This is an optimization exercise on Yosys and OpenROAD, whose aim is a short achievable clock period and few clock cycles, not a production implementation.
Function was checked by simulation only, so behaviour that the tests miss may differ from the original.

==> flow/design.v <==
module top #(
    parameter WIDTH = 32
)(
    input logic clk,
    input logic rst,
    output logic [WIDTH-1:0] a0,
    output logic [WIDTH-1:0] imem_addr,
    input  logic [WIDTH-1:0] imem_rdata,
    output logic [WIDTH-1:0] dmem_addr,
    output logic [WIDTH-1:0] dmem_wdata,
    output logic             dmem_we,
    output logic             dmem_re,
    output logic [1:0]       dmem_size,
    input  logic [WIDTH-1:0] dmem_rdata
);
    localparam logic [6:0] OP_LUI   = 7'b0110111;
    localparam logic [6:0] OP_AUIPC = 7'b0010111;
    localparam logic [6:0] OP_JAL   = 7'b1101111;
    localparam logic [6:0] OP_JALR  = 7'b1100111;
    localparam logic [6:0] OP_BR    = 7'b1100011;
    localparam logic [6:0] OP_LOAD  = 7'b0000011;
    localparam logic [6:0] OP_STORE = 7'b0100011;
    localparam logic [6:0] OP_IMM   = 7'b0010011;
    localparam logic [6:0] OP_REG   = 7'b0110011;
    logic [31:0] pcF;
    logic        validE;
    logic [31:0] pcE, pcPlus4E, brTargetE, predNextE, immE, rs1E, rs2E;
    logic        predTakenE;
    logic        fwdAE, fwdBE;           
    logic [4:0]  rdE;
    logic        regWriteE;              
    logic        isBrE, isJalE, isJalrE, isLoadE, isStoreE, isLuiE, isAuipcE;
    logic        useImmE, subE, sraE;
    logic [2:0]  f3E;
    logic [9:0]  bhtIdxE;
    logic        validM;
    logic [31:0] resM_r, wdataM;
    logic [4:0]  rdM;
    logic        regWriteM, isLoadM, isStoreM;
    logic [2:0]  f3M;
    logic [31:0] regs [1:31];
    logic [31:0] ldData, resM;
    logic        wrM;
    assign dmem_addr  = resM_r;
    assign dmem_wdata = wdataM;
    assign dmem_we    = validM & isStoreM;
    assign dmem_re    = validM & isLoadM & ~rst;
    assign dmem_size  = f3M[1:0];
    always_comb begin
        case (f3M)
        3'b000:  ldData = {{24{dmem_rdata[7]}}, dmem_rdata[7:0]};
        3'b001:  ldData = {{16{dmem_rdata[15]}}, dmem_rdata[15:0]};
        3'b100:  ldData = {24'b0, dmem_rdata[7:0]};
        3'b101:  ldData = {16'b0, dmem_rdata[15:0]};
        default: ldData = dmem_rdata;
        endcase
    end
    assign resM = isLoadM ? ldData : resM_r;
    assign wrM  = validM & regWriteM;
    logic [31:0] instrF;
    logic [6:0]  opF;
    logic [4:0]  rdF, rs1F, rs2F;
    logic [2:0]  f3F;
    logic [31:0] immIF, immSF, immBF, immUF, immJF, immF;
    logic        isBrF, isJalF, isJalrF, isLoadF, isStoreF, isLuiF, isAuipcF, isImmF, isRegF;
    logic        regWriteF, useImmF, subF, sraF;
    assign imem_addr = pcF;
    assign instrF = imem_rdata;
    assign opF  = instrF[6:0];
    assign rdF  = instrF[11:7];
    assign f3F  = instrF[14:12];
    assign rs1F = instrF[19:15];
    assign rs2F = instrF[24:20];
    assign immIF = {{20{instrF[31]}}, instrF[31:20]};
    assign immSF = {{20{instrF[31]}}, instrF[31:25], instrF[11:7]};
    assign immBF = {{20{instrF[31]}}, instrF[7], instrF[30:25], instrF[11:8], 1'b0};
    assign immUF = {instrF[31:12], 12'b0};
    assign immJF = {{12{instrF[31]}}, instrF[19:12], instrF[20], instrF[30:21], 1'b0};
    assign isBrF    = (opF == OP_BR);
    assign isJalF   = (opF == OP_JAL);
    assign isJalrF  = (opF == OP_JALR);
    assign isLoadF  = (opF == OP_LOAD);
    assign isStoreF = (opF == OP_STORE);
    assign isLuiF   = (opF == OP_LUI);
    assign isAuipcF = (opF == OP_AUIPC);
    assign isImmF   = (opF == OP_IMM);
    assign isRegF   = (opF == OP_REG);
    assign regWriteF = (isLuiF | isAuipcF | isJalF | isJalrF | isLoadF | isImmF | isRegF) & (rdF != 5'd0);
    assign useImmF   = ~isRegF & ~isBrF;
    assign subF      = isRegF & instrF[30] & (f3F == 3'b000);
    assign sraF      = instrF[30];
    always_comb begin
        if (isStoreF)                 immF = immSF;
        else if (isLuiF | isAuipcF)   immF = immUF;
        else                          immF = immIF;
    end
    logic [31:0] rf1F, rf2F;
    always_comb begin
        if (rs1F == 5'd0)                  rf1F = 32'd0;
        else if (wrM && rdM == rs1F)       rf1F = resM;
        else                               rf1F = regs[rs1F];
        if (rs2F == 5'd0)                  rf2F = 32'd0;
        else if (wrM && rdM == rs2F)       rf2F = resM;
        else                               rf2F = regs[rs2F];
    end
    logic [1:0]  bht [0:63];
    logic [31:0] ras [0:15];
    logic [3:0]  rasPtr;
    logic [4:0]  rasCnt;
    logic        isCallF, isRetF, bhtTakenF, predTakenF;
    logic [31:0] pcPlus4F, targetF, predNextF;
    assign pcPlus4F  = pcF + 32'd4;
    assign targetF   = pcF + (isJalF ? immJF : immBF);
    assign bhtTakenF = bht[pcF[7:2]][1];
    assign isCallF   = (isJalF | isJalrF) & (rdF == 5'd1 || rdF == 5'd5);
    assign isRetF    = isJalrF & (rdF == 5'd0) & (rs1F == 5'd1 || rs1F == 5'd5);
    assign predTakenF = isJalF | (isBrF & bhtTakenF);
    always_comb begin
        if (isRetF && rasCnt != 5'd0) predNextF = ras[rasPtr];
        else if (predTakenF)          predNextF = targetF;
        else                          predNextF = pcPlus4F;
    end
    logic [31:0] a, b, opA, opB, sum, aluRes, jalrTarget, correctPC;
    logic        eq, ltS, ltU, taken, misp, jalrMiss;
    assign a = fwdAE ? resM : rs1E;
    assign b = fwdBE ? resM : rs2E;
    assign opA = isAuipcE ? pcE : a;
    assign opB = useImmE ? immE : b;
    assign sum = opA + (subE ? ~opB : opB) + {31'd0, subE};
    assign eq  = (opA == opB);
    assign ltU = (opA < opB);
    assign ltS = ($signed(opA) < $signed(opB));
    logic signed [31:0] sraRes;
    assign sraRes = $signed(opA) >>> opB[4:0];
    always_comb begin
        if (isLuiE)                    aluRes = immE;
        else if (isJalE | isJalrE)     aluRes = pcPlus4E;
        else if (isLoadE | isStoreE | isAuipcE) aluRes = sum;
        else begin
            case (f3E)
            3'b000:  aluRes = sum;
            3'b001:  aluRes = opA << opB[4:0];
            3'b010:  aluRes = {31'd0, ltS};
            3'b011:  aluRes = {31'd0, ltU};
            3'b100:  aluRes = opA ^ opB;
            3'b101:  aluRes = sraE ? sraRes : (opA >> opB[4:0]);
            3'b110:  aluRes = opA | opB;
            default: aluRes = opA & opB;
            endcase
        end
    end
    always_comb begin
        case (f3E)
        3'b000:  taken = eq;
        3'b001:  taken = ~eq;
        3'b100:  taken = ltS;
        3'b101:  taken = ~ltS;
        3'b110:  taken = ltU;
        default: taken = ~ltU;
        endcase
    end
    logic [31:0] jx, jc;
    assign jx = a ^ immE ^ predNextE;
    assign jc = (a & immE) | ((a ^ immE) & ~predNextE);
    assign jalrMiss = ({jx[31:1]} != {jc[30:1], a[0] & immE[0]});
    assign jalrTarget = (a + immE) & ~32'd1;
    assign misp = validE & ((isBrE & (taken ^ predTakenE)) | (isJalrE & jalrMiss));
    assign correctPC = isJalrE ? jalrTarget : (predTakenE ? pcPlus4E : brTargetE);
    always_ff @(posedge clk) begin
        if (rst) begin
            pcF <= 32'd0;
            validE <= 1'b0;
            validM <= 1'b0;
        end else begin
            pcF <= misp ? correctPC : predNextF;
            validE <= ~misp;
            validM <= validE;
        end
    end
    always_ff @(posedge clk) begin
        pcE        <= pcF;
        pcPlus4E   <= pcPlus4F;
        brTargetE  <= targetF;
        predNextE  <= predNextF;
        predTakenE <= predTakenF;
        immE       <= immF;
        rs1E       <= rf1F;
        rs2E       <= rf2F;
        fwdAE      <= validE & regWriteE & (rdE == rs1F);
        fwdBE      <= validE & regWriteE & (rdE == rs2F);
        rdE        <= rdF;
        regWriteE  <= regWriteF;
        isBrE      <= isBrF;
        isJalE     <= isJalF;
        isJalrE    <= isJalrF;
        isLoadE    <= isLoadF;
        isStoreE   <= isStoreF;
        isLuiE     <= isLuiF;
        isAuipcE   <= isAuipcF;
        useImmE    <= useImmF;
        subE       <= subF;
        sraE       <= sraF;
        f3E        <= f3F;
        bhtIdxE    <= {4'd0, pcF[7:2]};
    end
    always_ff @(posedge clk) begin
        resM_r    <= aluRes;
        wdataM    <= b;
        rdM       <= rdE;
        regWriteM <= regWriteE;
        isLoadM   <= isLoadE;
        isStoreM  <= isStoreE;
        f3M       <= f3E;
    end
    always_ff @(posedge clk) begin
        if (rst) begin
            for (int i = 1; i < 32; i++) regs[i] <= 32'd0;
        end else if (wrM) begin
            regs[rdM] <= resM;
        end
    end
    assign a0 = regs[10];
    always_ff @(posedge clk) begin
        if (rst) begin
            for (int i = 0; i < 64; i++) bht[i] <= 2'b10;
        end else if (validE && isBrE) begin
            if (taken) begin
                if (bht[bhtIdxE[5:0]] != 2'b11) bht[bhtIdxE[5:0]] <= bht[bhtIdxE[5:0]] + 2'd1;
            end else begin
                if (bht[bhtIdxE[5:0]] != 2'b00) bht[bhtIdxE[5:0]] <= bht[bhtIdxE[5:0]] - 2'd1;
            end
        end
    end
    always_ff @(posedge clk) begin
        if (rst) begin
            rasPtr <= 4'd0;
            rasCnt <= 5'd0;
        end else if (!misp) begin
            if (isCallF) begin
                ras[rasPtr + 4'd1] <= pcPlus4F;
                rasPtr <= rasPtr + 4'd1;
                if (rasCnt != 5'd16) rasCnt <= rasCnt + 5'd1;
            end else if (isRetF && rasCnt != 5'd0) begin
                rasPtr <= rasPtr - 4'd1;
                rasCnt <= rasCnt - 5'd1;
            end
        end
    end
endmodule
==> flow/run.sh <==
#!/bin/bash
# synth_recipe.tcl (not shown) runs the flow's synth.tcl, then flattens the netlist and writes it again
# the make line also repeats each setting of config.mk as NAME=value (left out here)
make -C /OpenROAD-flow-scripts/flow DESIGN_CONFIG=/design/flow/config.mk WORK_HOME=/design/flow/orfs CLKGATE_MAP_FILE= SYNTH_SCRIPT=/design/flow/synth_recipe.tcl finish
==> flow/config.mk <==
export PLATFORM = sky130hd
export DESIGN_NAME = top
export DESIGN_NICKNAME = top
export VERILOG_FILES = /design/flow/design.v
export SDC_FILE = /design/flow/constraint.sdc
export NUM_CORES = 4
export LEC_CHECK = 0
export ABC_CLOCK_PERIOD_IN_PS = 4000
export CAP_MARGIN = 20
export CORE_MARGIN = 2
export CORE_UTILIZATION = 40
export PLACE_DENSITY = 0.6
export SETUP_SLACK_MARGIN = 5
export SLEW_MARGIN = 20
export TNS_END_PERCENT = 30
==> flow/constraint.sdc <==
create_clock -name core_clock -period 9.5 [get_ports {clk}]
set_input_delay 1.9000 -clock core_clock [delete_from_list [all_inputs] [get_ports {clk}]]
set_output_delay 1.9000 -clock core_clock [all_outputs]
set_load 0.01 [all_outputs]
==> results.toml <==
[timing]
setup_ws_ns = 3.28
final-setup-viol-count = 0
slew_headroom_pct = 18.9
hold_viol = 0
timing.fmax_mhz = 161
tightest_slew_ns = 1.22
maxSlewViolCount = 0
rsz0062_at_grt = "yes"
tns_ns = 0
timing.final.crit_share_pct = 65.5
skew_ns = 0.106
whs_ns = 0.364
finalCriticalPeriod_ns = 6.22

[job]
drv_cap = 0

[synth]
seq_area_frac_synth_pct = 54.2
synthArstFlopShare_pct = 0
synth_cell_types = 97
yosysTopAreaCell = "edfxtp_1"
synth_flop_cell = "edfxtp_1"
synthCells = 7996
synth_common_cells = "edfxtp_1 (1664), nor2_1 (1421), mux4_2 (839), clkbuf_1 (506), dfxtp_1 (364)"
synth_top_area_share_pct = 47.3
synthTopCellsByArea = "edfxtp_1 (47%), mux4_2 (18%), dfxtp_1 (6.9%)"
synth_area_sq_mm = 0.106
synth.most_common_cell = "edfxtp_1"
yosys_warnings = 1
synthesis.nets = 8293
syn_area_per_cell_sq_um = 13.2
ys_ff_latch = 2028
synth_edf_count = 1664

[worst_setup_path]
ff2ff_path_depth = 24
worstPathArrival_ns = 6.85
ff2ff_setup_slack_ns = 3.45
crit_path_start = "dmem_rdata[7]"
reg2reg_to = "ras[5][16]$_DFFE_PP_"
crit_slowest_cell = "or4b_4"
crit_path_end_kind = "flop"
crit_path_max_fanout = 6
crit_path_end = "ras[5][16]$_DFFE_PP_"
worstPathRequired_ns = 10.13
critPathMostFrequentCell = "buf_12"
r2r_start = "fwdAE$_DFF_P_"
critPathLaunchType = "input port"
slowest_delay_ns = 0.56
setup.worst_path.class = "input port to flop"

[drt]
met2_length_mm = 205
drt_iter0_drc = 12600
dr.pass1.iters = 8
ant_nets = 0
wl_met1_mm = 177
wl_met3_mm = 55.5
highest_layer = "met5"
routed_wl_mm = 466
vias_per_cell = 6.57
vias = 78900
wire_per_inst_microns = 38.8
drc_errors = 0

[place]
dp_worst_setup_slack_ns = 0.816
placedCellCount = 11300
place.gp.congestion = 1.08
portBuffers = 197
hpwl_mm = 303
place_area_sq_mm = 0.113

[layout]
fin_cells = 12000
syn_to_final_growth_pct = 18.9
nets = 8590
drive_gt1_share_pct = 26.7
final_area_sq_mm = 0.126
fin_util_pct = 47.9

[clock_network]
clock-root-buffer = "clkbuf_16"
cts_sinks = 2028
h-tree-depth = 4
numCtsBuffers = 222
insertion_delay_ns = 0.93
clk_pin_slew_ns = 0.07
cts_max_path_buffers = 4
tritoncts = "yes"

[min_path]
hp-class = "flop to flop"

[grt]
overflow = 0
antenna_found_initial = 36
grt_usage_pct = 33.6
grt_max_degree = 121
grt_pass1_vias = 75900
grt_pass1_wl_mm = 628

[power_and_ir_drop]
power_mw = 22.8
vdd_drop_max_v = 0.000161
p_leak_nw = 44.7
power_density_mw_per_mm2 = 182

[floorplanning]
dieArea_sq_mm = 0.268
initial_core_util_pct = 40.3
ios = 198
core_sq_mm = 0.263
rows = 188
fp.dieW_microns = 518
die_h_microns = 518

[outcome]
status = "no timing/DRC/antenna violations"
-- flip-flops by register name, indices dropped and copies added, names as in the netlist, 5 cells and up, named ones only --
signal	cells
predNextE	31
immE	32
ras	512
rs1E	32
resM_r	32
rdM	5
pcPlus4E	31
rasCnt	5
bht	128
rdE	5
rs2E	32
brTargetE	32
pcE	30
wdataM	32
pcF	31
regs	1024
-- cell usage in the layout (no fill, tap or decap), drive strengths merged, types with 84 or more instances in the layout --
master,instances
a211oi,110
a21o,84
a21oi,293
buf,552
clkbuf,300
clkdlybuf4s50,171
clkinv,97
dfxtp,364
edfxtp,1664
ha,197
inv,191
mux2i,229
mux4,844
nand2,360
nand3,150
nor2,1421
o21ai,191
xnor2,136
-- report_power, final --
group          internal, mW  switching [mW]
registers              9.87           0.257
logic                  1.54            2.79
clock network          4.70            3.69
total                  16.1            6.74
-- cell families after synthesis --
kind of cell               synth area share (%)
and+or+nand+nor                            9.56
DFF                                        54.2
AOI/OAI and AO/OA                          7.58
muxes                                      20.8
buffers and inverters                      3.24
adders and majority gates                  2.98
xor gates and xnor gates                   1.64
-- metal layers --
metal | track usage, % | vias to the layer above
met5 | 0 | -
met4 | 17.0 | 8
met3 | 9.01 | 1167
met2 | 50.2 | 5745
met1 | 45.1 | 40800
li1 | - | 31200
-- how the worst min path moves through the flow --
stage / start / to / cells after the start
CTS: rdE[1]$_DFF_P_ / rdM[1]$_DFF_P_ / 0
global placement: regWriteE$_DFF_P_ / regWriteM$_DFF_P_ / 0
floorplan: regWriteE$_DFF_P_ / regWriteM$_DFF_P_ / 0
global route: regWriteE$_DFF_P_ / regWriteM$_DFF_P_ / 0
detailed placement: regWriteE$_DFF_P_ / regWriteM$_DFF_P_ / 0
finish: rdE[1]$_DFF_P_ / rdM[1]$_DFF_P_ / 0
-- repair_timing --
item / 4_1_cts / 5_1_grt
gates cloned: 43 / 18
setup endpoints to repair: 963 / 935
resized for setup: 362 / 196
pin swaps: 74 / 54
hold buffers: 0 / 0
buffers inserted: 125 / 69
-- critical path, delay by kind of cell --
kind	cells	cell delay, ns
AO/OA/AOI/OAI	2	0.53
XOR/XNOR	1	0.14
adder cells (fa/ha/maj)	1	0.31
buffers and inverters	9	1.17
multiplexers	3	0.54
AND/OR/NAND/NOR	9	2.20
-- area by class of cell --
| class | instances | area [sq um] |
|---|---|---|
| diodes | 33 | 82.6 |
| clock buffers | 283 | 5940 |
| clock inverters | 113 | 901 |
| fillers | 22900 | 137000 |
| inverters | 194 | 772 |
| multi-input cells | 5088 | 47900 |
| flip-flops and latches | 2028 | 57300 |
| well taps | 3515 | 4400 |
| repair buffers | 759 | 8340 |
Testbench counts, summed over its fixed seeds: cycles 223,422.

==> separate check: timing with driven ports <==
Ports are ideal in the flow. The routed layout listed here was re-timed in OpenROAD.
Step 1 (the two cells are an assumption about what drives the block):
set clk [get_ports {clk}]
set_driving_cell -lib_cell sky130_fd_sc_hd__clkbuf_16 $clk
set_driving_cell -lib_cell sky130_fd_sc_hd__buf_2 [delete_from_list [all_inputs] $clk]
Step 2 moves the port delays by t, midway between the first and last clock arrival at a register: inputs arrive t later, outputs are due t later. That takes back most of the time a late clock gives input paths.
Three values: ideal, step 1, step 2; two values: the first two.
t (ns): 0.973
slack for setup (ns): 3.277 / 3.305 / 2.332
clock arrival spread, ns: 0.106 / 0.106
cell pins on the clock port's net: 1
After both steps this run still meets setup and hold. The setup slack of this run moves by +0.028 ns with the drivers and by -0.945 ns with both steps.
